From an optimization exercise on the open Yosys and OpenROAD flow, aimed at small area, a short achievable clock period and few clock cycles; shortcuts taken in it are not production practice. At most, simulation tests tie the RTL to the original design; equivalence was not proved. No functional check of the RTL was part of run 1. Power is estimated from default activity; no workload was simulated.

===== design.v =====
module alu (
    input  [15:0] a,
    input  [15:0] b,
    input  [1:0]  op,
    output [15:0] result
);
    wire sub = op[0];
    wire [15:0] x = a & {16{op[1]}};
    wire [15:0] y = b ^ {16{sub}};
    wire [15:0] p = x ^ y;
    wire [15:0] g0 = (x & y) | {15'b0, p[0] & sub};
    wire [15:0] g1, t1, g2, t2, g3, t3, g4;
    genvar i;
    generate
        for (i = 0; i < 16; i = i + 1) begin : pre
            if (i >= 1) begin : l1
                assign g1[i] = g0[i] | (p[i] & g0[i-1]);
                assign t1[i] = p[i] & p[i-1];
            end else begin : l1z
                assign g1[i] = g0[i];
                assign t1[i] = p[i];
            end
            if (i >= 2) begin : l2
                assign g2[i] = g1[i] | (t1[i] & g1[i-2]);
                assign t2[i] = t1[i] & t1[i-2];
            end else begin : l2z
                assign g2[i] = g1[i];
                assign t2[i] = t1[i];
            end
            if (i >= 4) begin : l3
                assign g3[i] = g2[i] | (t2[i] & g2[i-4]);
                assign t3[i] = t2[i] & t2[i-4];
            end else begin : l3z
                assign g3[i] = g2[i];
                assign t3[i] = t2[i];
            end
            if (i >= 8) begin : l4
                assign g4[i] = g3[i] | (t3[i] & g3[i-8]);
            end else begin : l4z
                assign g4[i] = g3[i];
            end
        end
    endgenerate
    wire [15:0] c = {g4[14:0], sub};
    assign result = p ^ c;
endmodule
module rdbit (
    input  [31:0] d,
    input  [31:0] s,
    output        y
);
    wire [3:0] h;
    genvar k;
    generate
        for (k = 0; k < 4; k = k + 1) begin : quad
            rdgroup q (.d(d[8*k +: 8]), .s(s[8*k +: 8]), .yn(h[k]));
        end
    endgenerate
    nand4g o (.a(h[0]), .b(h[1]), .c(h[2]), .d(h[3]), .y(y));
endmodule
module rdgroup (
    input  [7:0] d,
    input  [7:0] s,
    output       yn
);
    wire [3:0] g = ~((d[3:0] & s[3:0]) | (d[7:4] & s[7:4]));
    assign yn = &g;
endmodule
module nand4g (
    input  a, b, c, d,
    output y
);
    assign y = ~(a & b & c & d);
endmodule
module rdport (
    input  [511:0] words,
    input  [4:0]   addr,
    output [15:0]  data
);
    wire [31:0] sel = 32'd1 << addr;
    genvar b, i;
    generate
        for (b = 0; b < 16; b = b + 1) begin : bt
            wire [31:0] d;
            for (i = 0; i < 32; i = i + 1) begin : w
                assign d[i] = words[16*i+b];
            end
            rdbit r (.d(d), .s(sel), .y(data[b]));
        end
    endgenerate
endmodule
module mu0 (
    input clk,
    input rst,
    input overrideMemControl,
    input overrideMemRnW,
    input [15:0] overrideMemAddr,
    input [15:0] overrideMemDataIn,
    output [15:0] overrideMemDataOut,
    output reg done,
    input start,
    output reg [15:0] pc,
    output reg [15:0] acc
);
    reg [15:0] ir;
    reg running;
    reg oldStart;
    wire restart = oldStart != start;
    wire [3:0] op = ir[15:12];
    wire taken = (op == 4'd4) ||
                 (op == 4'd5 && !acc[15]) ||
                 (op == 4'd6 && acc != 16'd0);
    wire [4:0] seqAddr = pc[4:0] + {4'b0, op[3]};
    wire [4:0] fetchAddr = restart ? 5'd0 : (taken ? ir[4:0] : seqAddr);
    wire [15:0] nextPc = taken ? {4'b0, ir[11:0]} + 16'd1 : pc + (op[3] ? 16'd2 : 16'd1);
    wire we = running ? (op == 4'd1) : (overrideMemControl && !overrideMemRnW);
    wire [4:0] waddr = running ? ir[4:0] : overrideMemAddr[4:0];
    wire [15:0] wdata = running ? acc : overrideMemDataIn;
    reg [15:0] mem [0:31];
    always @(posedge clk) begin
        if (we) mem[waddr] <= wdata;
    end
    wire [511:0] words;
    genvar i;
    generate
        for (i = 0; i < 32; i = i + 1) begin : wd
            assign words[16*i +: 16] = mem[i];
        end
    endgenerate
    wire [15:0] fetchData;
    wire [15:0] operand;
    rdport portA (.words(words), .addr(fetchAddr), .data(fetchData));
    rdport portB (.words(words), .addr(running ? ir[4:0] : overrideMemAddr[4:0]), .data(operand));
    assign overrideMemDataOut = operand;
    wire [15:0] aluResult;
    alu comp (
        .a(acc),
        .b(operand),
        .op(op[1:0]),
        .result(aluResult)
    );
    wire [15:0] nextIr = (we && waddr == fetchAddr) ? wdata : fetchData;
    wire nextStp = nextIr[15:12] == 4'd7;
    always @(posedge clk) begin
        if (rst) begin
            oldStart <= start;
            running <= 1'b0;
            done <= 1'b0;
        end else if (restart) begin
            oldStart <= start;
            running <= 1'b1;
            done <= 1'b0;
        end else if (running && (op == 4'd7 || nextStp)) begin
            running <= 1'b0;
            done <= 1'b1;
        end
    end
    always @(posedge clk) begin
        if (restart) begin
            pc <= 16'd1;
            acc <= 16'd0;
        end else if (running) begin
            if (op != 4'd7) pc <= nextPc;
            if (op == 4'd0 || op == 4'd2 || op == 4'd3) acc <= aluResult;
        end
    end
    always @(posedge clk) ir <= nextIr;
endmodule

===== run.sh =====
#!/bin/bash
# synth_recipe.tcl (not shown) runs the flow's synth.tcl, then flattens the netlist and writes it again
# the make line also repeats each setting of config.mk as NAME=value (left out here)
make -C /OpenROAD-flow-scripts/flow DESIGN_CONFIG=/design/flow/config.mk WORK_HOME=/design/flow/orfs CLKGATE_MAP_FILE= SYNTH_SCRIPT=/design/flow/synth_recipe.tcl finish

===== config.mk =====
export PLATFORM = sky130hd
export DESIGN_NAME = mu0
export DESIGN_NICKNAME = mu0
export VERILOG_FILES = /design/flow/design.v
export SDC_FILE = /design/flow/constraint.sdc
export NUM_CORES = 4
export LEC_CHECK = 0
export CAP_MARGIN = 20
export CORE_MARGIN = 2
export CORE_UTILIZATION = 30
export SETUP_SLACK_MARGIN = 2.5
export SLEW_MARGIN = 20
export SYNTH_HIERARCHICAL = 1
export SYNTH_MINIMUM_KEEP_SIZE = 0

===== constraint.sdc =====
create_clock -name core_clock -period 7.5 [get_ports {clk}]
set_input_delay 1.5000 -clock core_clock [delete_from_list [all_inputs] [get_ports {clk}]]
set_output_delay 1.5000 -clock core_clock [all_outputs]
set_load 0.01 [all_outputs]

==> run summary, run 1 <==
Outcome
The run finished with no timing, DRC or antenna violations.

STA
The count of endpoints failing setup in the final report is 0. The count of final max-slew check failures came to 0. Setup repair after global routing could not meet its margin everywhere. For the finished layout, the period the worst path requires is 5.22 ns. Setup total negative slack on the finished layout was measured at 0 ns. The relative slew slack is between 30% and 40%. The maximum clock skew at final layout is 0.0322 ns.

For the pin with the worst max-slew slack, the measured transition is about 0.9 ns. The maximum frequency from static timing analysis is 0.192 GHz. The number of endpoints with negative hold slack in the final report is 0. In the finished design, the share of the clock period the worst path needs comes to 69.5%. The slack of the critical path is 2.28 ns.

Placed design
Routability-driven placement finished with a final weighted congestion of slightly below 1. The placed cell area is 28,200 sq um. The count of buffers added on input and output ports is 74.

At the placement stage, the worst setup path has a slack of 0.880 ns. The HPWL reported at the end of detailed placement is 56,600 um.

Global routing
After global routing the overflow that remains totals 0. The first global-routing pass estimated 133,000 um of wire. Entering global routing, the biggest net connects 35 pins. The number of global-route vias before repair is 19.7k. The initial antenna violation count is 3. The total routing resource utilization after global routing is a little over a fifth.

Clock tree
At the later pin of the worst-skew pair, clock insertion delay measures around 0.65 ns. Clock-pin slew was measured on the worst setup and hold paths at 0.06 ns. In this run, CTS created clock tree buffers numbering 58. The deepest level of the CTS H-tree is 2.

In this run the deepest clock path goes through 3 buffers. The clock drives 563 sinks. The clock tree from TritonCTS is done. The cell sitting at the root of the clock tree is a sky130_fd_sc_hd__clkbuf_16. The number of hold buffers added after CTS was 0.

Detailed routing
The count of nets left with antenna violations once routing finished came out at 0. The number of vias after detailed routing is 20.2k. The violation count after the first detailed-routing iteration is 3,006. In the routed layout, each cell is associated on average with a via count of 6.04. The final routed DRC violation total is 0. The wire length per cell after detailed routing is 28.0 um. The routed wire length is 93,500 um. The total iterations of the first detailed-routing run is 6.

Cells and area
Of the cells placed in the final design, the portion with a size suffix greater than 1 is 23.2%. The number of nets in the layout is approximately 2.2k. The post-route cell area is about 32,000 sq um. The area added between synthesis and finish is 27.7%.

Synthesis
Among all flip-flop cells after synthesis, the most frequent one is sky130_fd_sc_hd__edfxtp_1. By area, the combinational part of the netlist is dominated by compound AO/OA/AOI/OAI gates. Yosys mapped the design onto 64 distinct sky130hd cell types. The average instance area after synthesis is 13.8 sq um. The synthesized design contains a little over 500 enable-type register cells. The total nets after synthesis is 1,897.

Multiplexer cells account for 1.66% of the synthesized area. The proportion of register bits with asynchronous set or reset after synthesis is 0%. The adder-cell area share of the yosys netlist is 1.10%. After Yosys synthesis, XOR and XNOR cells account for approximately 1.7% of the synthesized area.

The gate count after technology mapping is 1,839. The cell area that synthesis handed to floorplanning was approximately 25,000 sq um. The complex-gate fraction of the synthesized area is 18.3%. The count of warnings emitted by yosys is 7. Of the total synthesized cell area, the portion taken by AND, OR, NAND and NOR gates is 11.8%.

The number of synthesized register bits is 563. The sequential element share of the synthesized area is 64.7%.

Pwr
The maximum VDD drop is 0.210 mV. For this design the ratio of total power to cell area is 361 nW/um^2. The leakage power figure is 9.82 nW. Total power for the finished layout comes to 11.7 mW.

Setup path
The arrival time at the worst endpoint is approximately 3.7 ns. STA classifies the critical path startpoint as a primary input. The critical path's slowest cell is sky130_fd_sc_hd__mux2i_4. Together, buffers and inverters on the worst path number 7. The classification of the worst setup path is in2out. The kind of end point of the critical path is an output pin. For this run, the slowest stage of the critical path takes 0.28 ns.

The family with the most delay on the worst path is buffers and inverters. The peak fanout along the critical path is 8. Walking the worst path, the cells encountered are buf_8, mux2i_4, clkinvlp_4, buf_6, buf_6, nand3_4, nor2_4, buf_12, buf_12, a22oi_2, and4_4, nand4_1, buf_2. At the worst endpoint, the required time is 6.00 ns.

Floorplanning
The die span in y is 295 um. The number of placement rows is 106. The area of the die is about 87,000 sq um. The placeable core region is 83,700 sq um. The initial utilization of the core area, before any placement, comes to 30.3%. The number of ports placed on the die boundary is 86. The die is slightly below 300 um wide.

Run
The number of max-cap violations is 0.

Hold path
The worst min-delay path category is reg2reg.
-- where the power goes --
| part | leakage [nW] | switching [mW] | total, mW | internal [mW] |
|---|---|---|---|---|
| sequential | 5.07 | 0.195 | 3.94 | 3.74 |
| combinational | 3.89 | 3.03 | 4.91 | 1.88 |
| clock | 0.862 | 1.24 | 2.82 | 1.58 |
-- layout by cell type (no fill, tap or decap), drive strengths merged, types with 25 or more instances in the layout --
master / synthesis / routed
xor2: 31 / 31
nor2: 130 / 130
nand2: 85 / 85
nand3: 26 / 26
nand4: 38 / 38
o21ai: 25 / 25
a21oi: 38 / 38
a22oi: 519 / 519
dfxtp: 50 / 50
edfxtp: 513 / 513
mux2: 32 / 32
and4: 130 / 130
buf: 7 / 235
clkbuf: 22 / 72
clkdlybuf4s50: 0 / 53
-- cell type report --
cell class	count	area [sq um]
inverter	17	76.3
antenna	1	2.50
timing repair buffer	291	3100
clock buffer	71	1520
sequential	563	16400
tap	1134	1420
fill	7630	51300
multi-input combinational	1230	9520
clock inverter	35	304
timing repair inverter	2	15.0
-- worst register-to-register path: cells and delay by family (launching register included) --
family                     cells  cell delay [ns]
AOI/OAI and AO/OA              4             0.72
adders and majority gates      1             0.38
DFF                            1             0.68
buffers and inverters          5             0.71
muxes                          1             0.46
and+or+nand+nor               10             1.90
-- timing repair --
item	4_1_cts	5_1_grt
hold endpoints to repair	0	0
gates resized for setup	219	54
endpoints found under the setup margin	31	25
pin swaps	62	34
cloned	6	0
buffers inserted	132	16
-- stage by stage --
step	instances	hold WS [ns]	utilization, %
after global placement	3082	0.491	33.7
after global routing	3343	0.541	38.7
after floorplan	1839	0.508	-
final	3344	0.509	38.7
after CTS	3326	0.514	38.3
after detailed placement	3082	0.506	33.7
-- sequential cells by signal (all words and copies together) (netlist names) --
register and flops:
mem 512, pc 16, done 1, ir 16, oldStart 1, acc 16
running 1
-- synth_stat cells (2+ instances only) --
library cell               count  area share, %
sky130_fd_sc_hd__a22oi_1     519             15
sky130_fd_sc_hd__edfxtp_1    513             61
sky130_fd_sc_hd__and4_1      130            4.5
sky130_fd_sc_hd__nor2_1      130            1.9
sky130_fd_sc_hd__nand2_1      85            1.3
sky130_fd_sc_hd__dfxtp_1      50            3.9
sky130_fd_sc_hd__a21oi_1      38           0.75
sky130_fd_sc_hd__nand4_1      36           0.89
sky130_fd_sc_hd__xor2_1       30            1.0
sky130_fd_sc_hd__nand3_1      26           0.51
sky130_fd_sc_hd__o21ai_0      24           0.47
sky130_fd_sc_hd__mux2_2       23            1.0
sky130_fd_sc_hd__clkbuf_1     22           0.33
sky130_fd_sc_hd__ha_1         19           0.94
sky130_fd_sc_hd__and2_1       18           0.44
sky130_fd_sc_hd__xnor2_1      18           0.62
sky130_fd_sc_hd__inv_1        16           0.24
sky130_fd_sc_hd__nor3_1       13           0.26
sky130_fd_sc_hd__mux2_1        9           0.40
sky130_fd_sc_hd__nand3b_1      9           0.27
sky130_fd_sc_hd__nand2b_1      8           0.20
sky130_fd_sc_hd__a211oi_1      7           0.21
sky130_fd_sc_hd__and3_1        7           0.17
sky130_fd_sc_hd__or3b_1        7           0.24
sky130_fd_sc_hd__a21o_1        6           0.18
sky130_fd_sc_hd__mux2i_1       6           0.24
sky130_fd_sc_hd__nor4_4        5           0.42
sky130_fd_sc_hd__o211ai_1      4           0.12
sky130_fd_sc_hd__a31oi_1       3          0.074
sky130_fd_sc_hd__and4b_1       3           0.12
sky130_fd_sc_hd__buf_2         3          0.059
sky130_fd_sc_hd__nor3b_1       3          0.089
sky130_fd_sc_hd__o21bai_1      3          0.089
sky130_fd_sc_hd__o22ai_1       3          0.074
sky130_fd_sc_hd__o31ai_1       3          0.089
sky130_fd_sc_hd__or2_2         3          0.074
sky130_fd_sc_hd__or3_1         3          0.074
sky130_fd_sc_hd__a221oi_4      2           0.21
sky130_fd_sc_hd__a32oi_1       2          0.069
sky130_fd_sc_hd__a41oi_1       2          0.069
sky130_fd_sc_hd__buf_1         2          0.030
sky130_fd_sc_hd__buf_6         2          0.089
sky130_fd_sc_hd__fa_1          2           0.16
sky130_fd_sc_hd__or4b_1        2          0.079
-- kinds of logic after synthesis --
kind of cell,count (synthesis)
flip-flops,563
AO/OA/AOI/OAI,628
buffers and inverters,46
adder cells (fa/ha/maj),21
AND/OR/NAND/NOR,494
multiplexers,38
XOR/XNOR,49
-- path summary, 6_finish.rpt --
| kind | from | to | slack, ns | depth (start not counted) |
|---|---|---|---|---|
| worst max-delay path | overrideMemAddr[4] | overrideMemDataOut[9] | 2.28 | 13 |
| worst min-delay path | pc[12]$_SDFFE_PN0P_ | pc[12]$_SDFFE_PN0P_ | 0.51 | 2 |
| worst max register to register | running$_SDFFE_PP0P_ | acc[14]$_SDFFE_PN0P_ | 2.50 | 21 |
| worst min register to register | pc[12]$_SDFFE_PN0P_ | pc[12]$_SDFFE_PN0P_ | 0.51 | 2 |
-- metal layers --
layer  track usage [%]  part of all wire [%]  routed length [um]  vias up
met5                 0                 0.025                  23        -
met4              12.4                   7.1                6600        4
met3              5.40                    12               10800      346
met2              34.2                    46               42900     1384
met1              25.1                    36               33300    10100
li1                  -                     -                   -     8426
-- modules after synthesis (local to each module, per instance), a selection --
module | copies in the design | flip-flops and latches | cells inside | area (sq um)
mu0 | 1 | 563 | 931 | 18700
alu | 1 | 0 | 142 | 1060
rdport | 2 | 0 | 47 | 214
rdgroup | 128 | 0 | 5 | 38.8
nand4g | 32 | 0 | 1 | 6.26
==> inputs of run 2 (changes only) <==
--- a/design.v
+++ b/design.v
@@ -8,7 +8,14 @@
     wire [15:0] x = a & {16{op[1]}};
-    wire [15:0] y = b ^ {16{sub}};
-    wire [15:0] p = x ^ y;
-    wire [15:0] g0 = (x & y) | {15'b0, p[0] & sub};
+    wire [15:0] p, g0;
+    genvar i;
+    generate
+        for (i = 0; i < 16; i = i + 1) begin : pg
+            if (i == 0) begin : c0
+                pgcell0 c (.x(x[i]), .b(b[i]), .sub(sub), .p(p[i]), .g(g0[i]));
+            end else begin : cn
+                pgcell c (.x(x[i]), .b(b[i]), .sub(sub), .p(p[i]), .g(g0[i]));
+            end
+        end
+    endgenerate
     wire [15:0] g1, t1, g2, t2, g3, t3, g4;
-    genvar i;
     generate
@@ -16,4 +23,3 @@
             if (i >= 1) begin : l1
-                assign g1[i] = g0[i] | (p[i] & g0[i-1]);
-                assign t1[i] = p[i] & p[i-1];
+                pnode n (.gh(g0[i]), .th(p[i]), .gl(g0[i-1]), .tl(p[i-1]), .g(g1[i]), .t(t1[i]));
             end else begin : l1z
@@ -23,4 +29,3 @@
             if (i >= 2) begin : l2
-                assign g2[i] = g1[i] | (t1[i] & g1[i-2]);
-                assign t2[i] = t1[i] & t1[i-2];
+                pnode n (.gh(g1[i]), .th(t1[i]), .gl(g1[i-2]), .tl(t1[i-2]), .g(g2[i]), .t(t2[i]));
             end else begin : l2z
@@ -30,4 +35,3 @@
             if (i >= 4) begin : l3
-                assign g3[i] = g2[i] | (t2[i] & g2[i-4]);
-                assign t3[i] = t2[i] & t2[i-4];
+                pnode n (.gh(g2[i]), .th(t2[i]), .gl(g2[i-4]), .tl(t2[i-4]), .g(g3[i]), .t(t3[i]));
             end else begin : l3z
@@ -37,3 +41,3 @@
             if (i >= 8) begin : l4
-                assign g4[i] = g3[i] | (t3[i] & g3[i-8]);
+                gnode n (.gh(g3[i]), .th(t3[i]), .gl(g3[i-8]), .g(g4[i]));
             end else begin : l4z
@@ -44,3 +48,42 @@
     wire [15:0] c = {g4[14:0], sub};
-    assign result = p ^ c;
+    generate
+        for (i = 0; i < 16; i = i + 1) begin : s
+            xorcell xs (.a(p[i]), .b(c[i]), .y(result[i]));
+        end
+    endgenerate
+endmodule
+module pgcell (
+    input  x, b, sub,
+    output p, g
+);
+    wire y = b ^ sub;
+    assign p = x ^ y;
+    assign g = x & y;
+endmodule
+module pgcell0 (
+    input  x, b, sub,
+    output p, g
+);
+    wire y = b ^ sub;
+    assign p = x ^ y;
+    assign g = (x & y) | (p & sub);
+endmodule
+module pnode (
+    input  gh, th, gl, tl,
+    output g, t
+);
+    assign g = gh | (th & gl);
+    assign t = th & tl;
+endmodule
+module gnode (
+    input  gh, th, gl,
+    output g
+);
+    assign g = gh | (th & gl);
+endmodule
+module xorcell (
+    input  a, b,
+    output y
+);
+    assign y = a ^ b;
 endmodule
@@ -76,6 +119,5 @@
     input  [511:0] words,
-    input  [4:0]   addr,
+    input  [31:0]  sel,
     output [15:0]  data
 );
-    wire [31:0] sel = 32'd1 << addr;
     genvar b, i;
@@ -90,2 +132,39 @@
     endgenerate
+endmodule
+module seldual (
+    input  [4:0]  addr_a,
+    input  [4:0]  addr_b,
+    input         en_a,
+    output [31:0] sel
+);
+    wire [3:0] la, lb;
+    wire [7:0] ha, hb;
+    genvar j, k;
+    generate
+        for (j = 0; j < 4; j = j + 1) begin : lo
+            pre3n pa (.a(addr_a[0] ^ !j[0]), .b(addr_a[1] ^ !j[1]), .c(en_a), .y(la[j]));
+            pre3n pb (.a(addr_b[0] ^ !j[0]), .b(addr_b[1] ^ !j[1]), .c(!en_a), .y(lb[j]));
+        end
+        for (k = 0; k < 8; k = k + 1) begin : hi
+            pre3n pa (.a(addr_a[2] ^ !k[0]), .b(addr_a[3] ^ !k[1]), .c(addr_a[4] ^ !k[2]), .y(ha[k]));
+            pre3n pb (.a(addr_b[2] ^ !k[0]), .b(addr_b[3] ^ !k[1]), .c(addr_b[4] ^ !k[2]), .y(hb[k]));
+        end
+        for (k = 0; k < 8; k = k + 1) begin : w
+            for (j = 0; j < 4; j = j + 1) begin : m
+                o22n o (.a(la[j]), .b(ha[k]), .c(lb[j]), .d(hb[k]), .y(sel[4*k+j]));
+            end
+        end
+    endgenerate
+endmodule
+module pre3n (
+    input  a, b, c,
+    output y
+);
+    assign y = ~(a & b & c);
+endmodule
+module o22n (
+    input  a, b, c, d,
+    output y
+);
+    assign y = ~((a | b) & (c | d));
 endmodule
@@ -131,4 +210,6 @@
     wire [15:0] operand;
-    rdport portA (.words(words), .addr(fetchAddr), .data(fetchData));
-    rdport portB (.words(words), .addr(running ? ir[4:0] : overrideMemAddr[4:0]), .data(operand));
+    wire [31:0] selB;
+    seldual dec (.addr_a(overrideMemAddr[4:0]), .addr_b(ir[4:0]), .en_a(!running), .sel(selB));
+    rdport portA (.words(words), .sel(32'd1 << fetchAddr), .data(fetchData));
+    rdport portB (.words(words), .sel(selB), .data(operand));
     assign overrideMemDataOut = operand;
--- a/config.mk
+++ b/config.mk
@@ -10,2 +10,3 @@
 export CORE_UTILIZATION = 30
+export CTS_BUF_LIST = sky130_fd_sc_hd__clkbuf_8
 export SETUP_SLACK_MARGIN = 2.5
==> run summary, run 2 <==
Cells and area
Leaving out fill and tap cells, the most frequent cell in the layout is sky130_fd_sc_hd__a22oi_1. The post-route cell area is 31,400 sq um (-2.9%). The layout filler cell count is 8,129 (+6.5%). More flip-flops sit in one register than any other, and that register is mem. The footprint of the multi-input gates was 9470 sq um (-0.54%). Compared with the post-synthesis result, the final layout area differs by 22.7%. The number of nets in the layout came to 2,220 (-0.045%). The core occupancy in the finished layout was 37.0% (-1.7 points). The flip-flop count of the largest register after layout is 512 (unchanged).

The sequential standard cell area is 16,400 sq um (about the same). The ratio of cells with drive above 1 in the final layout came to 19.6% (-3.6 points). The top cell types in the final layout, fill and taps aside, are sky130_fd_sc_hd__a22oi_1 (514), sky130_fd_sc_hd__edfxtp_1 (513), sky130_fd_sc_hd__buf_4 (135), sky130_fd_sc_hd__nor2_1 (105), sky130_fd_sc_hd__clkbuf_8 (96).

Clock tree
The clock latency on the worst-skew pair is 0.71 ns (+0.06 ns). The clock transition at the registers of the reported paths is 0.06 ns (about the same). The deepest level of the CTS H-tree is 3 (+1).

The number of buffers on the longest clock path was 3 (unchanged). TritonCTS built the clock tree. The number of sinks on the clock net is 563 (unchanged). The root buffer cell is sky130_fd_sc_hd__clkbuf_8. The count of hold buffers inserted by post-cts repair is 0 (unchanged). The number of buffers created by CTS is 91 (+57%).

Setup path
STA classifies the critical path endpoint as an output pin. The signal on the critical path passes through buf_4, inv_2, nand3_4, o22ai_1, buf_6, a22oi_1, and4_2, nand4_1, buf_4, clkdlybuf4s50_1. The launch point of the critical path is overrideMemAddr[0].

STA classifies the critical path startpoint as a primary input. The required time of the critical path came to 6.00 ns (about the same). The classification of the worst setup path is in2out. The largest stage delay on the critical path is 0.55 ns (+0.27 ns). The startpoint identified for the worst register-to-register timing path is acc[3]$_SDFFE_PP0P_.

The arrival time at the worst endpoint is 3.71 ns (about the same). The slowest stage of the critical path belongs to the cell sky130_fd_sc_hd__clkdlybuf4s50_1. The peak fanout along the critical path is 14 (+6). The family with the most delay on the worst path is buffers and inverters.

The number of buffer and inverter stages on the critical path is 5 (-2). The most frequent cell on the critical path is sky130_fd_sc_hd__buf_4.

Placed design
The placed cell area is 28,500 sq um (+0.93%). The weighted congestion at the end of routability-driven global placement is 0.976 (+0.79%). The number of buffer cells added on primary ports is 74 (unchanged). The HPWL reported at the end of detailed placement came to 60,400 um (+6.8%).

Synthesis
The total nets after synthesis is 1,901 (+0.21%). The average instance area after synthesis is 13.9 sq um (+0.80%). The gate count after technology mapping is 1,843 (+0.22%).

The count of warnings emitted by yosys came to 7 (unchanged). The netlist area before placement was 25,600 sq um (+1.0%).

Pwr
The proportion of total power due to net switching came to 38.7% (+0.45 points). The internal power was 6.58 mW (-8.6%). The fraction of power consumed by combinational cells is 38.6% (-3.5 points). The sequential share of power is 36.8% (+3.1 points). The portion of total power attributed to the clock network is 24.6% (+0.5 points). The maximum VDD drop is 0.175 mV (-17%).

The power density over cell area is 342 nW/um^2 (-5.1%). The reported net switching power is 4.16 mW (-6.8%). The total chip power came to 10.7 mW (-7.9%). The leakage power figure is 10.1 nW (+3.2%).

Hold path
In this run the most critical hold path is launched from done$_SDFFE_PP0P_. The min-delay analysis places its worst path in the category reg2reg.

Floorplanning
The placeable core region is 84,900 sq um (+1.4%). The die span in y is 296 um (+0.50%). The area of the die came to 87,700 sq um (+1.0%). The initial standard-cell utilization of the core was 30.2% (-0.12 points). The number of ports placed on the die boundary is 86 (unchanged).

The number of placement rows is 107 (+0.94%). The die span in x is 296 um (+0.50%).

STA
The ratio of final minimum period to clock period is 69.4% (-0.12 points). The count of final max-slew check failures was 0 (unchanged). The maximum clock skew at final layout was 0.0311 ns (-0.00104 ns). The relative slew slack came to 29.4% (-9.0 points). The number of endpoints with negative hold slack in the final report came to 0 (unchanged). The final setup TNS was 0 ns (unchanged). Setup repair after global routing could not meet its margin everywhere. The actual transition at the worst max-transition pin came to 1.05 ns (+0.130 ns). The count of endpoints failing setup in the final report came to 0 (unchanged).

The maximum frequency from static timing analysis was 0.192 GHz (+0.17%). The shortest clock period the worst path allows after layout is 5.21 ns (-0.00887 ns).

Detailed routing
The violation count after the first detailed-routing iteration came to 2,599 (-14%). The routed wire length is 98,400 um (+5.2%). The final routed DRC violation total came to 0 (unchanged). The total iterations of the first detailed-routing run came to 6 (unchanged).

The number of vias after detailed routing came to 20.3k (+0.23%). The wire length per cell after detailed routing is 29.1 um (+3.9%). The mean number of vias per cell is 5.98 (-1.0%). The number of nets still failing antenna checks after routing is 0 (unchanged).

Run
The number of max-cap violations was 0 (unchanged).

Global routing
The overall overflow remaining after global route is 0 (unchanged). The wire length of the first global-routing pass was 138,000 um (+3.9%). The number of global-route vias before repair came to 19.6k (-0.71%).

The total routing resource utilization after global routing is 22.0% (+0.97 points). The maximum number of pins on one net before global-route repair was 35 (unchanged). The initial antenna violation count is 17 (+14).

Outcome
The run finished with no timing, DRC or antenna violations.
==> run 2: cell type report <==
class | instances | area share [%]
sequential | 563 | 52.2
multi-input combinational | 1239 | 30.1
timing repair buffer | 248 | 7.12
tap | 1144 | 4.56
clock buffer | 96 | 4.21
clock inverter | 68 | 1.41
inverter | 19 | 0.267
antenna | 9 | 0.0717
==> run 2: worst reg2reg max path: cells and delay by family (launching register included) <==
kind | cells | cell delay [ns]
buffers and inverters | 1 | 0.30
muxes | 2 | 0.60
AOI/OAI and AO/OA | 3 | 0.80
DFF | 1 | 0.41
and+or+nand+nor | 8 | 2.56
==> run 2: layer usage <==
| metal | up-vias | share of wire (%) | global-route usage (%) |
|---|---|---|---|
| li1 | 8502 | - | - |
| met1 | 10100 | 37 | 27.4 |
| met2 | 1385 | 45 | 34.3 |
| met3 | 303 | 11 | 5.94 |
| met4 | 16 | 6.4 | 12.9 |
| met5 | - | 0.11 | 0 |
==> run 2: final timing paths <==
kind / end / slack [ns] / cells past startpoint
setup / recovery: overrideMemDataOut[7] / 2.29 / 10
hold / removal: done$_SDFFE_PP0P_ / 0.54 / 2
hold reg to reg: done$_SDFFE_PP0P_ / 0.54 / 2
setup reg to reg: done$_SDFFE_PP0P_ / 2.74 / 14
==> run 2: metrics by stage <==
step	setup slack (ns)	hold WS, ns	std cells
4_1_cts	2.35	0.537	3357
5_1_grt	2.29	0.561	3379
3_3_place_gp	1.10	0.507	3142
2_1_floorplan	2.94	0.528	1843
6_report	2.29	0.537	3386
3_5_place_dp	1.09	0.524	3142
==> run 2: power by group through the flow <==
stage	logic (mW)	clock network, mW	registers, mW
final	4.15	2.64	3.95
after global routing	4.32	2.81	3.97
after CTS	3.99	2.67	3.94
after detailed placement	3.81	0	4.00
after global placement	3.78	0	3.99
after floorplan	2.11	0	3.94
==> run 2: timing repair <==
item                       in CTS  in global routing
gates cloned                   11                  1
setup buffers                  40                 19
gates resized for setup       198                 38
setup endpoints to repair      29                 16
pin swaps                      22                 17
Testbench counts of run 2, summed over its fixed seeds: cycles 16,649.
==> inputs of run 3 (changes only) <==
--- a/config.mk
+++ b/config.mk
@@ -10,3 +10,2 @@
 export CORE_UTILIZATION = 30
-export CTS_BUF_LIST = sky130_fd_sc_hd__clkbuf_8
 export SETUP_SLACK_MARGIN = 2.5
==> run summary, run 3 <==
Outcome
The flow ran to the end and the layout has no timing, DRC or antenna violations.

Global routing
The number of global-route vias before repair is 19.2k (-2.0%). The total routing resource utilization after global routing was 21.8% (-0.23 points). The overall overflow remaining after global route was 0 (unchanged). The initial antenna violation count is 8 (-9).

The maximum number of pins on one net before global-route repair is 35 (unchanged). The wire length of the first global-routing pass is 137,000 um (-0.79%).

Clock tree
The number of buffers on the longest clock path is 3 (unchanged). The clock latency on the worst-skew pair is 0.63 ns (-0.08 ns). The number of buffers created by CTS is 57 (-37%). The clock tree from TritonCTS is done.

The clock transition at the registers of the reported paths is 0.06 ns (about the same). The root buffer cell is sky130_fd_sc_hd__clkbuf_16. The number of sinks on the clock net was 563 (unchanged). The deepest level of the CTS H-tree is 2 (-1).

Floorplanning
The initial standard-cell utilization of the core came to 30.2% (unchanged). The die span in x is 296 um (unchanged). The number of ports placed on the die boundary is 86 (unchanged).

The placeable core region is 84,900 sq um (unchanged). The number of placement rows is 107 (unchanged). The area of the die is 87,700 sq um (unchanged). The die span in y came to 296 um (unchanged).

Cells and area
The flip-flop count of the largest register after layout was 512 (unchanged). The post-route cell area is 31,500 sq um (+0.27%). The number of nets in the layout came to 2,191 (-1.3%).

The area added between synthesis and finish is 23.0%. The core occupancy in the finished layout is 37.1% (+0.10 points). The ratio of cells with drive above 1 in the final layout is 18.6% (-1.0 points). The register name with the most flops is mem. Leaving out fill and tap cells, the most frequent cells in the layout are sky130_fd_sc_hd__a22oi_1 (513), sky130_fd_sc_hd__edfxtp_1 (513), sky130_fd_sc_hd__buf_4 (141), sky130_fd_sc_hd__nor2_1 (105), sky130_fd_sc_hd__and4_1 (96).

Placed design
The placed cell area is 28,500 sq um (unchanged). The HPWL reported at the end of detailed placement came to 60,400 um (unchanged). The number of buffer cells added on primary ports was 74 (unchanged).

The weighted congestion at the end of routability-driven global placement is 0.976 (unchanged).

Pwr
The sequential share of power is 35.9% (-0.9 points). The reported net switching power was 4.13 mW (-0.87%). The total chip power is 11.0 mW (+2.4%). The internal power is 6.88 mW (+4.5%). The maximum VDD drop is 0.185 mV (+5.7%). The proportion of total power due to net switching came to 37.5% (-1.3 points). The power density over cell area came to 349 nW/um^2 (+2.2%). The fraction of power consumed by combinational cells is 37.6% (-1.0 points). The leakage power figure is 10.0 nW (-1.2%).

The portion of total power attributed to the clock network is 26.5% (+1.9 points).

STA
The maximum frequency from static timing analysis is 0.196 GHz (+2.0%). The number of endpoints with negative hold slack in the final report is 0 (unchanged). The final-layout worst hold slack came to 0.538 ns (+0.00140 ns).

The count of endpoints failing setup in the final report is 0 (unchanged). The maximum clock skew at final layout came to 0.0180 ns (-0.0131 ns). The final setup TNS came to 0 ns (unchanged). The ratio of final minimum period to clock period is 68.1% (-1.3 points). The relative slew slack is 28.8% (-0.53 points). The count of final max-slew check failures is 0 (unchanged).

The actual transition at the worst max-transition pin is 1.06 ns (+0.00785 ns). The shortest clock period the worst path allows after layout is 5.11 ns (-0.101 ns). Setup repair after global routing could not meet its margin everywhere.

Synthesis
The gate count after technology mapping came to 1,843 (unchanged). The netlist area before placement is 25,600 sq um (unchanged). The count of warnings emitted by yosys is 7 (unchanged). The total nets after synthesis is 1,901 (unchanged). The average instance area after synthesis is 13.9 sq um (unchanged).

Setup path
The classification of the worst setup path is in2out. The required time of the critical path was 6.00 ns (about the same). The most frequent cell on the critical path is sky130_fd_sc_hd__buf_4.

The critical path's slowest cell is sky130_fd_sc_hd__and4_2. The peak fanout along the critical path is 8 (-6). The kind of start point of the critical path is a primary input. The largest stage delay on the critical path was 0.39 ns (-0.16 ns). The signal on the critical path passes through buf_4, inv_2, nand3_4, o22ai_4, buf_8, buf_4, a22oi_1, and4_2, nand4_1, dlygate4sd2_1. The worst setup path is captured at an output pin. The arrival time at the worst endpoint is 3.61 ns (-0.10 ns).

Detailed routing
The violation count after the first detailed-routing iteration came to 2,554 (-1.7%). The total iterations of the first detailed-routing run is 6 (unchanged). The mean number of vias per cell is 6.02 (+0.56%). The number of nets still failing antenna checks after routing came to 0 (unchanged). The number of vias after detailed routing is 20.0k (-1.2%). The routed wire length is 97,900 um (-0.57%). The final routed DRC violation total is 0 (unchanged).

The wire length per cell after detailed routing came to 29.4 um (+1.2%).

Run
The number of max-cap violations is 0 (unchanged).

Hold path
The worst min-delay path category is reg2reg.
[run 3: power by group through the flow]
| stage | clock network (mW) | logic [mW] | registers [mW] |
|---|---|---|---|
| 3_5_place_dp | 0 | 3.81 | 4.00 |
| 6_report | 2.92 | 4.14 | 3.95 |
| 4_1_cts | 2.95 | 3.99 | 3.94 |
| 5_1_grt | 3.07 | 4.31 | 3.96 |
| 3_3_place_gp | 0 | 3.78 | 3.99 |
| 2_1_floorplan | 0 | 2.11 | 3.94 |
[run 3: worst max-delay path: cells and delay by family]
family	cells	cell delay (ns)
compound gates	2	0.31
buf+inv	5	0.95
simple gates	3	0.81
[run 3: layout make-up]
type	instances	area, sq um
fillers	8077	53400
clock buffers	70	1520
inverters	19	81.3
multi-input cells	1239	9460
well taps	1144	1430
diodes	4	10.0
flip-flops and latches	563	16400
clock inverters	34	383
repair buffers	253	2210
[run 3: repair_timing]
item,in CTS,in global routing
buffers inserted,60,6
endpoints found under the hold margin,0,0
cloned,9,1
endpoints found under the setup margin,30,19
gates resized for setup,211,30
pin swaps,23,9
hold buffers,0,0
[run 3: path summary, 6_finish.rpt]
check	start	endpoint	slack, ns	cells past startpoint
max reg2reg	acc[3]$_SDFFE_PP0P_	done$_SDFFE_PP0P_	2.80	13
max	overrideMemAddr[0]	overrideMemDataOut[12]	2.39	10
min reg2reg	pc[0]$_SDFFE_PP1P_	pc[0]$_SDFFE_PP1P_	0.54	2
min	pc[0]$_SDFFE_PP1P_	pc[0]$_SDFFE_PP1P_	0.54	2
[run 3: metrics by stage]
step | setup WS, ns | cells
6_report | 2.39 | 3326
5_1_grt | 2.39 | 3322
4_1_cts | 2.44 | 3315
3_5_place_dp | 1.09 | 3142
3_3_place_gp | 1.10 | 3142
2_1_floorplan | 2.94 | 1843
[run 3: per-layer routing]
layer,share of wire [%],GRT usage (%),up-vias,wire length (um)
met3,11,4.75,269,10400
met2,46,34.7,1287,44700
met5,0.037,0,-,36
li1,-,-,8419,-
met4,5.6,11.6,6,5470
met1,38,27.6,10000,37200
==> inputs of run 4 (changes only) <==
--- a/design.v
+++ b/design.v
@@ -119,3 +119,4 @@
     input  [511:0] words,
-    input  [31:0]  sel,
+    input  [31:0]  sello,
+    input  [31:0]  selhi,
     output [15:0]  data
@@ -129,3 +130,3 @@
             end
-            rdbit r (.d(d), .s(sel), .y(data[b]));
+            rdbit r (.d(d), .s(b < 8 ? sello : selhi), .y(data[b]));
         end
@@ -184,2 +185,3 @@
     reg [15:0] ir;
+    reg accNz;   
     reg running;
@@ -190,3 +192,3 @@
                  (op == 4'd5 && !acc[15]) ||
-                 (op == 4'd6 && acc != 16'd0);
+                 (op == 4'd6 && accNz);
     wire [4:0] seqAddr = pc[4:0] + {4'b0, op[3]};
@@ -210,6 +212,7 @@
     wire [15:0] operand;
-    wire [31:0] selB;
-    seldual dec (.addr_a(overrideMemAddr[4:0]), .addr_b(ir[4:0]), .en_a(!running), .sel(selB));
-    rdport portA (.words(words), .sel(32'd1 << fetchAddr), .data(fetchData));
-    rdport portB (.words(words), .sel(selB), .data(operand));
+    wire [31:0] selBlo, selBhi;
+    seldual declo (.addr_a(overrideMemAddr[4:0]), .addr_b(ir[4:0]), .en_a(!running), .sel(selBlo));
+    seldual dechi (.addr_a(overrideMemAddr[4:0]), .addr_b(ir[4:0]), .en_a(!running), .sel(selBhi));
+    rdport portA (.words(words), .sello(32'd1 << fetchAddr), .selhi(32'd1 << fetchAddr), .data(fetchData));
+    rdport portB (.words(words), .sello(selBlo), .selhi(selBhi), .data(operand));
     assign overrideMemDataOut = operand;
@@ -242,5 +245,9 @@
             acc <= 16'd0;
+            accNz <= 1'b0;
         end else if (running) begin
             if (op != 4'd7) pc <= nextPc;
-            if (op == 4'd0 || op == 4'd2 || op == 4'd3) acc <= aluResult;
+            if (op == 4'd0 || op == 4'd2 || op == 4'd3) begin
+                acc <= aluResult;
+                accNz <= aluResult != 16'd0;
+            end
         end
--- a/config.mk
+++ b/config.mk
@@ -9,3 +9,3 @@
 export CORE_MARGIN = 2
-export CORE_UTILIZATION = 30
+export CORE_UTILIZATION = 45
 export SETUP_SLACK_MARGIN = 2.5
==> run summary, run 4 <==
Outcome
The run finished with no timing, DRC or antenna violations.

Setup path
The count of cells along the worst register-to-register path is 21 (+8). The peak fanout along the critical path was 10 (+2). The classification of the worst setup path is in2out. The required time of the critical path is 6.00 ns (about the same). The arrival time at the worst endpoint is 3.50 ns (-0.11 ns). The kind of end point of the critical path is an output pin. The kind of start point of the critical path is a primary input.

Pwr
The portion of total power attributed to the clock network is 25.9% (-0.6 points). The sequential share of power is 34.3% (-1.6 points). The maximum VDD drop is 0.282 mV (+53%).

The leakage power figure came to 10.2 nW (+1.8%). The fraction of power consumed by combinational cells is 39.8% (+2.2 points). The internal power is 7.37 mW (+7.2%). The reported net switching power is 4.44 mW (+7.6%). The proportion of total power due to net switching is 37.6% (+0.089 points). The power density over cell area was 370 nW/um^2 (+5.8%).

Cells and area
Leaving out fill and tap cells, the most frequent cells in the layout are sky130_fd_sc_hd__edfxtp_1 (513), sky130_fd_sc_hd__a22oi_1 (502), sky130_fd_sc_hd__buf_4 (152), sky130_fd_sc_hd__nor2_1 (94), sky130_fd_sc_hd__and4_1 (91). The area added between synthesis and finish is 22.8%. The ratio of cells with drive above 1 in the final layout is 21.2% (+2.6 points). The library cell used most frequently in the layout, excluding fill and tap cells, is sky130_fd_sc_hd__edfxtp_1. The number of nets in the layout is 2,248 (+2.6%). The register name with the most flops is mem.

The core occupancy in the finished layout was 55.6% (+18 points). The flip-flop count of the largest register after layout was 512 (unchanged).

STA
The count of final max-slew check failures is 0 (unchanged). The maximum clock skew at final layout is 0.0399 ns (+0.0219 ns). The shortest clock period the worst path allows after layout was 5.00 ns (-0.108 ns). The number of endpoints with negative hold slack in the final report is 0 (unchanged).

The ratio of final minimum period to clock period was 66.6% (-1.4 points). The actual transition at the worst max-transition pin is 0.974 ns (-0.0886 ns). The maximum frequency from static timing analysis is 0.200 GHz (+2.2%). Setup repair after global routing could not meet its margin everywhere. The final setup TNS is 0 ns (unchanged). The relative slew slack was 34.8% (+6.0 points).

The count of endpoints failing setup in the final report is 0 (unchanged).

Detailed routing
The routed wire length is 94,700 um (-3.2%). The number of vias after detailed routing is 20.2k (+1.1%). The number of nets still failing antenna checks after routing is 0 (unchanged).

The violation count after the first detailed-routing iteration came to 2,393 (-6.3%). The final routed DRC violation total is 0 (unchanged). The total iterations of the first detailed-routing run is 6 (unchanged). The wire length per cell after detailed routing came to 31.5 um (+7.1%). The mean number of vias per cell is 6.73 (+12%).

Placed design
The weighted congestion at the end of routability-driven global placement was 1.05 (+7.3%). The number of buffer cells added on primary ports is 74 (unchanged). The HPWL reported at the end of detailed placement is 63,400 um (+4.9%).

Clock tree
The clock transition at the registers of the reported paths is 0.06 ns (about the same). The deepest level of the CTS H-tree is 2 (unchanged). The number of buffers on the longest clock path is 3 (unchanged). The number of sinks on the clock net is 564 (+0.18%). The cell sitting at the root of the clock tree is a sky130_fd_sc_hd__clkbuf_16. The number of buffers created by CTS is 58 (+1.8%). The clock latency on the worst-skew pair is 0.64 ns (about the same). TritonCTS built the clock tree.

Synthesis
The total nets after synthesis came to 1,975 (+3.9%). The average instance area after synthesis was 13.6 sq um (-2.3%). The count of warnings emitted by yosys is 7 (unchanged). The netlist area before placement is 26,000 sq um (+1.6%). The gate count after technology mapping is 1,917 (+4.0%).

Floorplanning
The number of placement rows is 88 (-18%). The area of the die is 59,800 sq um (-32%). The die span in x is 244 um (-17%). The die span in y is 244 um (-17%). The placeable core region is 57,500 sq um (-32%). The number of ports placed on the die boundary was 86 (unchanged). The initial standard-cell utilization of the core is 45.3% (+15 points).

Run
The number of max-cap violations came to 0 (unchanged).

Hold path
The number of cells on the worst hold path is 2 (unchanged). The worst min-delay path category is reg2reg.

Global routing
The total routing resource utilization after global routing is 31.4% (+9.6 points). The initial antenna violation count is 6 (-2). The number of global-route vias before repair is 19.7k (+2.4%). The wire length of the first global-routing pass was 135,000 um (-1.2%). The maximum number of pins on one net before global-route repair is 37 (+5.7%). The overall overflow remaining after global route is 0 (unchanged).
[run 4: final timing paths]
kind                             start                endpoint  slack (ns)
setup / recovery    overrideMemAddr[1]  overrideMemDataOut[10]        2.50
hold reg to reg     pc[9]$_SDFFE_PP0P_      pc[9]$_SDFFE_PP0P_        0.51
setup reg to reg  running$_SDFFE_PP0P_      accNz$_SDFFE_PP0P_        2.75
hold / removal      pc[9]$_SDFFE_PP0P_      pc[9]$_SDFFE_PP0P_        0.51
[run 4: area by class of cell]
cell class	instances	area, sq um
diodes	2	5.00
flip-flops and latches	564	16400
repair buffers	241	2130
well taps	765	957
multi-input cells	1295	10300
clock buffers	66	1550
fillers	4691	25500
inverters	30	126
clock inverters	42	498
[run 4: layer usage]
layer	GRT usage, %	up-vias	part of all wire, %
met4	17.1	8	6.1
met1	39.6	10100	38
met5	0	-	0.053
met3	8.99	255	11
li1	-	8688	-
met2	48.9	1193	45
[run 4: power groups by stage]
stage | sequential [mW] | combinational [mW] | clock [mW]
after detailed placement | 4.10 | 4.15 | 0
after global placement | 4.09 | 4.08 | 0
after floorplan | 4.05 | 2.33 | 0
after global routing | 4.07 | 4.92 | 3.23
final | 4.05 | 4.70 | 3.07
after CTS | 4.04 | 4.40 | 3.10
[run 4: repair_timing]
| action | 4_1_cts | 5_1_grt |
|---|---|---|
| gates cloned | 0 | 0 |
| resized for setup | 221 | 58 |
| hold buffers | 0 | 0 |
| pin swaps | 28 | 30 |
| setup endpoints to repair | 30 | 19 |
| buffers inserted | 35 | 25 |
[run 4: per-stage QoR]
step | total power, mW | setup WS, ns | hold slack, ns | instance area [sq um] | std cells
finish | 11.8 | 2.50 | 0.509 | 32000 | 3005
global route | 12.2 | 2.41 | 0.546 | 31900 | 3003
CTS | 11.5 | 2.39 | 0.508 | 31500 | 2978
detailed placement | 8.25 | 0.850 | 0.499 | 28400 | 2835
global placement | 8.17 | 0.866 | 0.488 | 28400 | 2834
floorplan | 6.38 | 2.87 | 0.479 | 26000 | 1917
[run 4: critical path: stages]
cell,delay [ns]
sky130_fd_sc_hd__buf_8,0.14
sky130_fd_sc_hd__inv_2,0.08
sky130_fd_sc_hd__nand3_4,0.18
sky130_fd_sc_hd__o22ai_1,0.12
sky130_fd_sc_hd__buf_4,0.20
sky130_fd_sc_hd__buf_4,0.15
sky130_fd_sc_hd__a22oi_1,0.16
sky130_fd_sc_hd__and4_2,0.34
sky130_fd_sc_hd__nand4_1,0.25
sky130_fd_sc_hd__dlygate4sd2_1,0.37
Testbench counts of run 4, summed over its fixed seeds: cycles 16,649.
==> inputs of run 5 (changes only) <==
--- a/config.mk
+++ b/config.mk
@@ -9,3 +9,3 @@
 export CORE_MARGIN = 2
-export CORE_UTILIZATION = 45
+export CORE_UTILIZATION = 22
 export SETUP_SLACK_MARGIN = 2.5
==> run summary, run 5 <==
STA
The maximum clock skew at final layout is 0.0195 ns (-0.0204 ns). The number of endpoints with negative hold slack in the final report was 0 (unchanged). The actual transition at the worst max-transition pin came to 1.06 ns (+0.0843 ns). The count of endpoints failing setup in the final report is 0 (unchanged). The count of final max-slew check failures is 0 (unchanged). The shortest clock period the worst path allows after layout is 5.16 ns (+0.166 ns). Setup repair after global routing could not meet its margin everywhere.

The ratio of final minimum period to clock period is 68.8% (+2.2 points). The final setup TNS was 0 ns (unchanged). The maximum frequency from static timing analysis came to 0.194 GHz (-3.2%). The relative slew slack is 29.4% (-5.4 points).

Setup path
The peak fanout along the critical path is 38 (+28). The setup slack of the most critical reg-to-reg path came to 2.61 ns (-0.14 ns). The required time of the critical path came to 8.02 ns (+2.02 ns). The worst setup path is captured at a flop. The worst setup path is launched from a primary input.

The arrival time at the worst endpoint is 5.69 ns (+2.19 ns). The count of cells along the worst register-to-register path came to 11 (-48%). The worst register-to-register path begins at ir[13]$_DFF_P_. The critical path is of the in2reg type. In this run the critical register-to-register path is captured at ir[6]$_DFF_P_.

Global routing
The initial antenna violation count is 8 (+2). The maximum number of pins on one net before global-route repair is 39 (+5.4%). The number of global-route vias before repair is 19.8k (+0.48%). The overall overflow remaining after global route is 0 (unchanged). The wire length of the first global-routing pass is 137,000 um (+1.3%). The total routing resource utilization after global routing is 15.4% (-16 points).

Floorplanning
The number of placement rows came to 126 (+43%). The die span in y is 348 um (+42%). The initial standard-cell utilization of the core is 22.1% (-23 points). The area of the die is 121,000 sq um (+100%). The placeable core region is 118,000 sq um (+100%). The die span in x is 348 um (+42%). The number of ports placed on the die boundary is 86 (unchanged).

Cells and area
The library cell used most frequently in the layout, excluding fill and tap cells, is sky130_fd_sc_hd__edfxtp_1. In the layout the commonest cells are sky130_fd_sc_hd__edfxtp_1 (513), sky130_fd_sc_hd__a22oi_1 (495), sky130_fd_sc_hd__buf_4 (206), sky130_fd_sc_hd__and4_1 (96), sky130_fd_sc_hd__nor2_1 (82). Compared with the post-synthesis result, the final layout area differs by 28.0%. Ranked by flip-flop count, first place goes to mem.

The number of nets in the layout was 2,306 (+2.6%). The ratio of cells with drive above 1 in the final layout is 22.9% (+1.8 points). The flip-flop count of the largest register after layout is 512 (unchanged).

The count of non-filler cells in the finished layout is 3,835 (+28%).

Hold path
The number of cells on the worst hold path came to 2 (unchanged). The hold path startpoint is pc[9]$_SDFFE_PP0P_. The sink of the worst hold path is pc[9]$_SDFFE_PP0P_. The min-delay analysis places its worst path in the category reg2reg.

Pwr
The maximum VDD drop is 0.214 mV (-24%). The leakage power figure is 10.5 nW (+3.2%). The total chip power came to 12.1 mW (+2.3%). The power density over cell area is 363 nW/um^2 (-1.8%).

Clock tree
The clock transition at the registers of the reported paths is 0.06 ns (about the same). The number of buffers on the longest clock path is 3 (unchanged). The clock tree from TritonCTS is done.

The deepest level of the CTS H-tree was 2 (unchanged). The root buffer cell is sky130_fd_sc_hd__clkbuf_16. The clock latency on the worst-skew pair is 0.64 ns (about the same).

The number of buffers created by CTS is 60 (+3.4%). The number of sinks on the clock net is 564 (unchanged). The count of hold buffers inserted by post-cts repair was 0 (unchanged).

Placed design
The weighted congestion at the end of routability-driven global placement is 0.982 (-6.2%). The number of buffer cells added on primary ports is 74 (unchanged). The HPWL reported at the end of detailed placement was 63,700 um (+0.56%). The cell count after placement came to 3,623 (+28%).

Synthesis
The count of warnings emitted by yosys was 7 (unchanged). The gate count after technology mapping was 1,917 (unchanged). The netlist area before placement is 26,000 sq um (unchanged). The average instance area after synthesis is 13.6 sq um (unchanged).

The total nets after synthesis was 1,975 (unchanged).

Detailed routing
The wire length per cell after detailed routing is 25.3 um (-20%). The total iterations of the first detailed-routing run is 6 (unchanged). The final routed DRC violation total was 0 (unchanged). The routed wire length is 97,100 um (+2.5%).

The number of nets still failing antenna checks after routing is 0 (unchanged). The number of vias after detailed routing is 20.8k (+2.8%). The violation count after the first detailed-routing iteration came to 3,013 (+26%).

The mean number of vias per cell is 5.42 (-19%).

Outcome
The flow ran to the end and the layout has no timing, DRC or antenna violations.

Run
The number of max-cap violations is 0 (unchanged).
run 5: routing by layer:
metal	routed length [um]	track usage, %
met1	35900	19.5
met2	44400	24.6
met3	11700	3.86
met4	4930	7.20
met5	63	0
run 5: power by group:
group / internal (mW) / total (mW) / switching, mW
logic: 1.80 / 4.84 / 3.05
clock network: 1.95 / 3.21 / 1.26
registers: 3.84 / 4.03 / 0.194
total: 7.59 / 12.1 / 4.50
run 5: area by class of cell:
type                            count  area, sq um
Multi-Input combinational cell   1295        10200
Sequential cell                   564        16400
Timing Repair Buffer              297         2530
Fill cell                       11900        84300
Antenna cell                        2         5.00
Inverter                           30          126
Clock buffer                       75         1600
Clock inverter                     36          523
Tap cell                         1536         1920
run 5: how the worst max path moves through the flow:
stage / from / slack, ns / endpoint
CTS: overrideMemAddr[0] / 2.34 / overrideMemDataOut[6]
detailed placement: overrideMemAddr[1] / 0.75 / accNz$_SDFFE_PP0P_
global route: overrideMemAddr[4] / 2.33 / overrideMemDataOut[6]
floorplan: overrideMemAddr[0] / 2.87 / accNz$_SDFFE_PP0P_
finish: start / 2.34 / ir[6]$_DFF_P_
global placement: overrideMemAddr[1] / 0.81 / accNz$_SDFFE_PP0P_
run 5: stage by stage:
stage          setup WS, ns  cell area [sq um]  hold WS [ns]  utilization, %
2_1_floorplan          2.87              26000         0.479               -
3_3_place_gp          0.806              29500         0.510            25.1
3_5_place_dp          0.755              29500         0.511            25.1
4_1_cts                2.34              32500         0.523            27.7
5_1_grt                2.33              33300         0.552            28.3
6_report               2.34              33300         0.516            28.3
run 5: repair_timing:
| action | 4_1_cts | 5_1_grt |
|---|---|---|
| endpoints found under the setup margin | 32 | 16 |
| pin swaps | 26 | 44 |
| cloned | 1 | 0 |
| setup buffers | 59 | 39 |
| hold endpoints to repair | 0 | 0 |
| resized for setup | 164 | 110 |
run 5: worst max-delay path, stage by stage:
cell and delay [ns]:
sky130_fd_sc_hd__clkdlybuf4s50_1 0.54, sky130_fd_sc_hd__xor2_4 0.23, sky130_fd_sc_hd__buf_4 0.29, sky130_fd_sc_hd__a21oi_1 0.87
sky130_fd_sc_hd__nor2_1 0.41, sky130_fd_sc_hd__buf_4 0.33, sky130_fd_sc_hd__a22oi_1 0.18, sky130_fd_sc_hd__and4_1 0.50
sky130_fd_sc_hd__nand4_1 0.42, sky130_fd_sc_hd__mux2_4 0.40
==> inputs of run 6 (changes only) <==
--- a/config.mk
+++ b/config.mk
@@ -9,3 +9,3 @@
 export CORE_MARGIN = 2
-export CORE_UTILIZATION = 22
+export CORE_UTILIZATION = 30
 export SETUP_SLACK_MARGIN = 2.5
==> run summary, run 6 <==
Clock tree
The clock latency on the worst-skew pair was 0.65 ns (about the same). The clock tree from TritonCTS is done. CTS placed an instance of sky130_fd_sc_hd__clkbuf_16 at the clock tree root. The deepest level of the CTS H-tree is 2 (unchanged). The number of sinks on the clock net was 564 (unchanged). The number of buffers created by CTS came to 56 (-6.7%). The clock transition at the registers of the reported paths is 0.07 ns (about the same). The number of buffers on the longest clock path is 3 (unchanged). The count of hold buffers inserted by post-cts repair was 0 (unchanged).

Global routing
The wire length of the first global-routing pass is 136,000 um (-0.62%). The total routing resource utilization after global routing is 20.7% (+5.3 points). The maximum number of pins on one net before global-route repair was 37 (-5.1%).

The initial antenna violation count came to 4 (-4). The number of global-route vias before repair came to 20.0k (+1.2%). The overall overflow remaining after global route is 0 (unchanged).

Pwr
The power density over cell area came to 361 nW/um^2 (-0.56%). The total chip power is 11.4 mW (-5.3%). The portion of total power attributed to the clock network is 25.7% (-0.9 points). The maximum VDD drop was 0.231 mV (+8.0%). The sequential share of power is 35.6% (+2.2 points). The internal power is 7.13 mW (-6.0%). The reported net switching power came to 4.31 mW (-4.2%). The proportion of total power due to net switching is 37.7% (+0.43 points). The fraction of power consumed by combinational cells was 38.7% (-1.4 points). The leakage power figure is 10.0 nW (-4.8%).

Cells and area
From synthesis to final layout, the design area changed by 21.9%. The sequential standard cell area is 16,400 sq um (about the same). The register with the most flip-flops in the final layout is mem. The flip-flop count of the largest register after layout is 512 (unchanged). The number of nets in the layout is 2,243 (-2.7%). The most common cell after layout, fill and taps aside is sky130_fd_sc_hd__edfxtp_1. Leaving out fill and tap cells, the most frequent cells in the layout are sky130_fd_sc_hd__edfxtp_1 (513), sky130_fd_sc_hd__a22oi_1 (509), sky130_fd_sc_hd__buf_4 (163), sky130_fd_sc_hd__and4_1 (106), sky130_fd_sc_hd__nor2_1 (84). The core occupancy in the finished layout came to 36.7% (+8.4 points). The layout filler cell count is 8,163 (-32%). The ratio of cells with drive above 1 in the final layout is 18.4% (-4.5 points). The footprint of the multi-input gates is 9840 sq um (-3.1%).

Placed design
The number of buffer cells added on primary ports is 74 (unchanged). The HPWL reported at the end of detailed placement was 63,900 um (+0.22%). The weighted congestion at the end of routability-driven global placement is 1.04 (+6.1%). The post-place setup slack is 0.775 ns (+0.0205 ns).

STA
The relative slew slack is 27.6% (-1.8 points). The final setup TNS came to 0 ns (unchanged). The shortest clock period the worst path allows after layout is 4.98 ns (-0.185 ns). The maximum clock skew at final layout was 0.0259 ns (+0.00642 ns). The ratio of final minimum period to clock period is 66.4% (-2.5 points).

The actual transition at the worst max-transition pin is 1.08 ns (+0.0262 ns). The slack of the critical path came to 2.52 ns (+0.185 ns). The final-layout worst hold slack came to 0.495 ns (-0.0207 ns). The count of endpoints failing setup in the final report is 0 (unchanged). Setup repair after global routing could not meet its margin everywhere. The maximum frequency from static timing analysis is 0.201 GHz (+3.7%). The number of endpoints with negative hold slack in the final report is 0 (unchanged).

The count of final max-slew check failures was 0 (unchanged).

Setup path
The arrival time at the worst endpoint is 3.48 ns (-2.21 ns). The count of cells along the worst register-to-register path was 19 (+8). The worst setup path is launched from a primary input. The worst setup path is of the in2out kind. The kind of end point of the critical path is an output pin.

The worst register-to-register path begins at ir[0]$_DFF_P_. The setup slack of the most critical reg-to-reg path is 2.69 ns (+0.08 ns). The peak fanout along the critical path came to 11 (-71%). The endpoint of the worst-slack reg-to-reg timing path is accNz$_SDFFE_PP0P_. The required time of the critical path is 6.00 ns (-2.02 ns).

Hold path
The hold path startpoint is pc[9]$_SDFFE_PP0P_. In this run the worst hold path is classified as reg2reg. The number of cells on the worst hold path came to 2 (unchanged).

The sink of the worst hold path is pc[9]$_SDFFE_PP0P_.

Run
The number of max-cap violations was 0 (unchanged).

Floorplanning
The number of ports placed on the die boundary was 86 (unchanged). The number of placement rows came to 108 (-14%). The die span in x is 298 um (-14%). The placeable core region is 86,300 sq um (-27%). The die span in y is 298 um (-14%). The area of the die is 89,100 sq um (-26%). The initial standard-cell utilization of the core is 30.1% (+8.0 points).

Synthesis
The average instance area after synthesis is 13.6 sq um (unchanged). The count of warnings emitted by yosys is 7 (unchanged). The total nets after synthesis is 1,975 (unchanged). The netlist area before placement is 26,000 sq um (unchanged). The gate count after technology mapping came to 1,917 (unchanged).

Detailed routing
The number of vias after detailed routing is 20.7k (-0.48%). The violation count after the first detailed-routing iteration is 2,790 (-7.4%). The wire length per cell after detailed routing was 28.2 um (+11%). The final routed DRC violation total is 0 (unchanged).

The total iterations of the first detailed-routing run is 9 (+3). The routed wire length was 95,500 um (-1.6%). The number of nets still failing antenna checks after routing was 0 (unchanged). The mean number of vias per cell was 6.11 (+13%).

Outcome
The flow ran to the end and the layout has no timing, DRC or antenna violations.
run 6: how the worst max path moves through the flow:
stage | end | depth (start not counted) | slack, ns | from
final | overrideMemDataOut[13] | 9 | 2.52 | overrideMemAddr[2]
after CTS | overrideMemDataOut[7] | 11 | 2.47 | overrideMemAddr[3]
after detailed placement | accNz$_SDFFE_PP0P_ | 19 | 0.78 | overrideMemAddr[0]
after global routing | accNz$_SDFFE_PP0P_ | 20 | 2.43 | overrideMemAddr[1]
after floorplan | accNz$_SDFFE_PP0P_ | 17 | 2.87 | overrideMemAddr[0]
after global placement | accNz$_SDFFE_PP0P_ | 17 | 0.86 | overrideMemAddr[0]
run 6: power by group through the flow:
| stage | registers, mW | logic, mW | clock network [mW] |
|---|---|---|---|
| finish | 4.08 | 4.43 | 2.94 |
| global route | 4.09 | 4.61 | 3.09 |
| CTS | 4.06 | 4.23 | 2.98 |
| detailed placement | 4.13 | 4.07 | 0 |
| global placement | 4.12 | 4.03 | 0 |
| floorplan | 4.05 | 2.33 | 0 |
run 6: layout make-up:
| type | count | area share [%] |
|---|---|---|
| flip-flops and latches | 564 | 51.8 |
| repair buffers | 237 | 6.18 |
| inverters | 30 | 0.371 |
| clock buffers | 68 | 4.63 |
| diodes | 2 | 0.0158 |
| clock inverters | 34 | 1.36 |
| multi-input cells | 1296 | 31.1 |
| well taps | 1155 | 4.56 |
run 6: repair_timing:
action                     CTS  global route
gates cloned                 1             0
buffers inserted            32             6
resized for setup          135            34
setup endpoints to repair   33            20
pin swaps                   19            11
run 6: through the flow:
step / std cells / instance area, sq um
5_1_grt: 3384 / 31700
3_5_place_dp: 3243 / 29000
4_1_cts: 3378 / 31500
2_1_floorplan: 1917 / 26000
6_report: 3386 / 31700
3_3_place_gp: 3242 / 29000
run 6: critical path, cell delays in order:
cell,delay [ns]
sky130_fd_sc_hd__buf_6,0.15
sky130_fd_sc_hd__inv_1,0.12
sky130_fd_sc_hd__nand3_2,0.15
sky130_fd_sc_hd__o22ai_1,0.13
sky130_fd_sc_hd__buf_4,0.23
sky130_fd_sc_hd__a22oi_1,0.20
sky130_fd_sc_hd__and4_2,0.34
sky130_fd_sc_hd__nand4_1,0.26
sky130_fd_sc_hd__dlygate4sd2_1,0.37
run 6: per-layer routing:
metal	share of wire (%)	GRT usage, %	up-vias
met2	46	33.1	1492
li1	-	-	8672
met1	36	25.4	10200
met5	0.039	0	-
met3	12	5.05	295
met4	6.5	12.1	6
==> inputs of run 7 (changes only) <==
--- a/config.mk
+++ b/config.mk
@@ -10,3 +10,3 @@
 export CORE_UTILIZATION = 30
-export SETUP_SLACK_MARGIN = 2.5
+export SETUP_SLACK_MARGIN = 2.8
 export SLEW_MARGIN = 20
==> run summary, run 7 <==
Outcome
The run finished with no timing, DRC or antenna violations.

Floorplanning
The die span in x is 298 um (unchanged). The number of placement rows is 108 (unchanged). The initial standard-cell utilization of the core came to 30.1% (unchanged). The die span in y came to 298 um (unchanged).

Clock tree
The number of sinks on the clock net was 564 (unchanged). The deepest level of the CTS H-tree is 2 (unchanged). The number of buffers created by CTS is 56 (unchanged). The clock transition at the registers of the reported paths is 0.07 ns (about the same). The number of buffers on the longest clock path is 3 (unchanged).

Placed design
The post-place setup slack is 0.775 ns (unchanged). The HPWL reported at the end of detailed placement is 63,900 um (unchanged). The weighted congestion at the end of routability-driven global placement came to 1.04 (unchanged).

Setup path
The count of cells along the worst register-to-register path is 19 (unchanged). The peak fanout along the critical path came to 8 (-3). The setup slack of the most critical reg-to-reg path is 2.78 ns (+0.09 ns).

STA classifies the critical path startpoint as a primary input. The arrival time at the worst endpoint came to 3.39 ns (-0.09 ns). The worst setup path endpoint is overrideMemDataOut[14].

The classification of the worst setup path is in2out.

Cells and area
The core occupancy in the finished layout was 38.2% (+1.5 points). Leaving out fill and tap cells, the most frequent cell in the layout is sky130_fd_sc_hd__edfxtp_1. The ratio of cells with drive above 1 in the final layout is 26.0% (+7.6 points). Leaving out fill and tap cells, the most frequent cells in the layout are sky130_fd_sc_hd__edfxtp_1 (513), sky130_fd_sc_hd__a22oi_1 (442), sky130_fd_sc_hd__buf_4 (175), sky130_fd_sc_hd__and4_1 (91), sky130_fd_sc_hd__nor2_1 (81). The number of nets in the layout is 2,288 (+2.0%).

STA
The slack of the critical path is 2.61 ns (+0.0883 ns). Setup repair after global routing could not meet its margin everywhere. The count of endpoints failing setup in the final report is 0 (unchanged). The final setup TNS came to 0 ns (unchanged). The maximum frequency from static timing analysis is 0.205 GHz (+1.8%). The count of final max-slew check failures is 0 (unchanged).

The relative slew slack is 26.9% (-0.74 points).

Pwr
The internal power was 7.41 mW (+3.8%). The leakage power figure came to 10.4 nW (+4.2%). The reported net switching power is 4.45 mW (+3.2%). The portion of total power attributed to the clock network is 24.8% (-0.9 points). The power density over cell area came to 359 nW/um^2 (-0.47%).

Detailed routing
The mean number of vias per cell is 6.13 (+0.27%). The total iterations of the first detailed-routing run is 8 (-1). The number of nets still failing antenna checks after routing is 0 (unchanged). The number of vias after detailed routing is 21.0k (+1.7%). The final routed DRC violation total was 0 (unchanged).

Global routing
The initial antenna violation count is 3 (-1). The wire length of the first global-routing pass is 137,000 um (+0.91%). The total routing resource utilization after global routing is 20.9% (+0.19 points). The number of global-route vias before repair is 20.2k (+1.1%). The overall overflow remaining after global route is 0 (unchanged). The maximum number of pins on one net before global-route repair is 37 (unchanged).

Synthesis
The total nets after synthesis came to 1,975 (unchanged).
## run 7: timing repair
| item | 4_1_cts | 5_1_grt |
|---|---|---|
| resized for setup | 286 | 137 |
| cloned | 2 | 1 |
| endpoints found under the setup margin | 49 | 28 |
| pin swaps | 57 | 61 |
| setup buffers | 56 | 25 |
## run 7: routing by layer
| metal | vias to the layer above | GRT usage, % | share of wire, % | routed length, um |
|---|---|---|---|---|
| met2 | 1458 | 33.7 | 46 | 44400 |
| li1 | 8761 | - | - | - |
| met3 | 322 | 4.46 | 12 | 11400 |
| met5 | - | 0 | 0 | 0 |
| met1 | 10500 | 25.9 | 36 | 34800 |
| met4 | 0 | 12.0 | 6.7 | 6540 |
## run 7: power by group through the flow
stage / Sequential (mW) / Clock, mW / Combinational, mW
floorplan: 4.05 / 0 / 2.33
global placement: 4.12 / 0 / 4.03
finish: 4.08 / 2.94 / 4.84
global route: 4.10 / 3.09 / 5.01
CTS: 4.07 / 2.98 / 4.40
detailed placement: 4.13 / 0 / 4.07
## run 7: critical path, cell delays in order
cell and delay [ns]:
sky130_fd_sc_hd__buf_12 0.12, sky130_fd_sc_hd__clkinvlp_4 0.21, sky130_fd_sc_hd__nand3_4 0.19, sky130_fd_sc_hd__o22ai_2 0.09, sky130_fd_sc_hd__buf_6 0.17, sky130_fd_sc_hd__a22oi_2 0.20
sky130_fd_sc_hd__and4_4 0.29, sky130_fd_sc_hd__nand4_1 0.24, sky130_fd_sc_hd__buf_4 0.23, sky130_fd_sc_hd__buf_2 0.13
## run 7: cell type report
type	instances	area, sq um
Antenna cell	4	10.0
Clock buffer	68	1470
Clock inverter	34	432
Fill cell	8009	53300
Inverter	30	136
Multi-Input combinational cell	1296	10600
Sequential cell	564	16400
Tap cell	1155	1450
Timing Repair Buffer	282	2510
## run 7: worst min path at each step
stage | slack [ns] | endpoint | cells past startpoint
6_report | 0.50 | pc[9]$_SDFFE_PP0P_ | 2
3_5_place_dp | 0.49 | pc[9]$_SDFFE_PP0P_ | 2
2_1_floorplan | 0.48 | accNz$_SDFFE_PP0P_ | 2
5_1_grt | 0.53 | pc[9]$_SDFFE_PP0P_ | 2
3_3_place_gp | 0.49 | pc[9]$_SDFFE_PP0P_ | 2
4_1_cts | 0.50 | pc[9]$_SDFFE_PP0P_ | 2
## run 7: stage by stage
step	power, mW	std cells	cell area, sq um	hold slack, ns
final	11.9	3433	33000	0.496
after global routing	12.2	3429	33000	0.535
after CTS	11.4	3403	32100	0.501
after detailed placement	8.19	3243	29000	0.491
after global placement	8.14	3242	29000	0.493
after floorplan	6.38	1917	26000	0.479

[what the ideal ports hide]
No port has a modelled driver above. Below, the same layouts with a new extraction and two added sets of constraints.
Step 1 sets driving cells, clkbuf_16 on the clock port and buf_2 on the other inputs (assumed; they add their load-dependent delay and slew).
Step 2 times the ports against the registers' clock, not the clock port: input delays grow and output delays shrink by t, the midpoint of the rising clock arrivals with the driver on.
Three values: ideal, step 1, step 2; two values: the first two.
| run | t, ns | slack for setup (ns) |
|---|---|---|
| run 1 | 0.708 | 2.284 / 2.240 / 1.756 |
| run 2 | 0.758 | 2.293 / 2.216 / 1.848 |
| run 3 | 0.686 | 2.394 / 2.302 / 1.907 |
| run 4 | 0.676 | 2.502 / 2.395 / 1.915 |
| run 5 | 0.704 | 2.336 / 2.233 / 1.679 |
| run 6 | 0.700 | 2.522 / 2.347 / 1.763 |
| run 7 | 0.701 | 2.610 / 2.346 / 1.808 |
After both steps setup and hold are still met in every run listed.
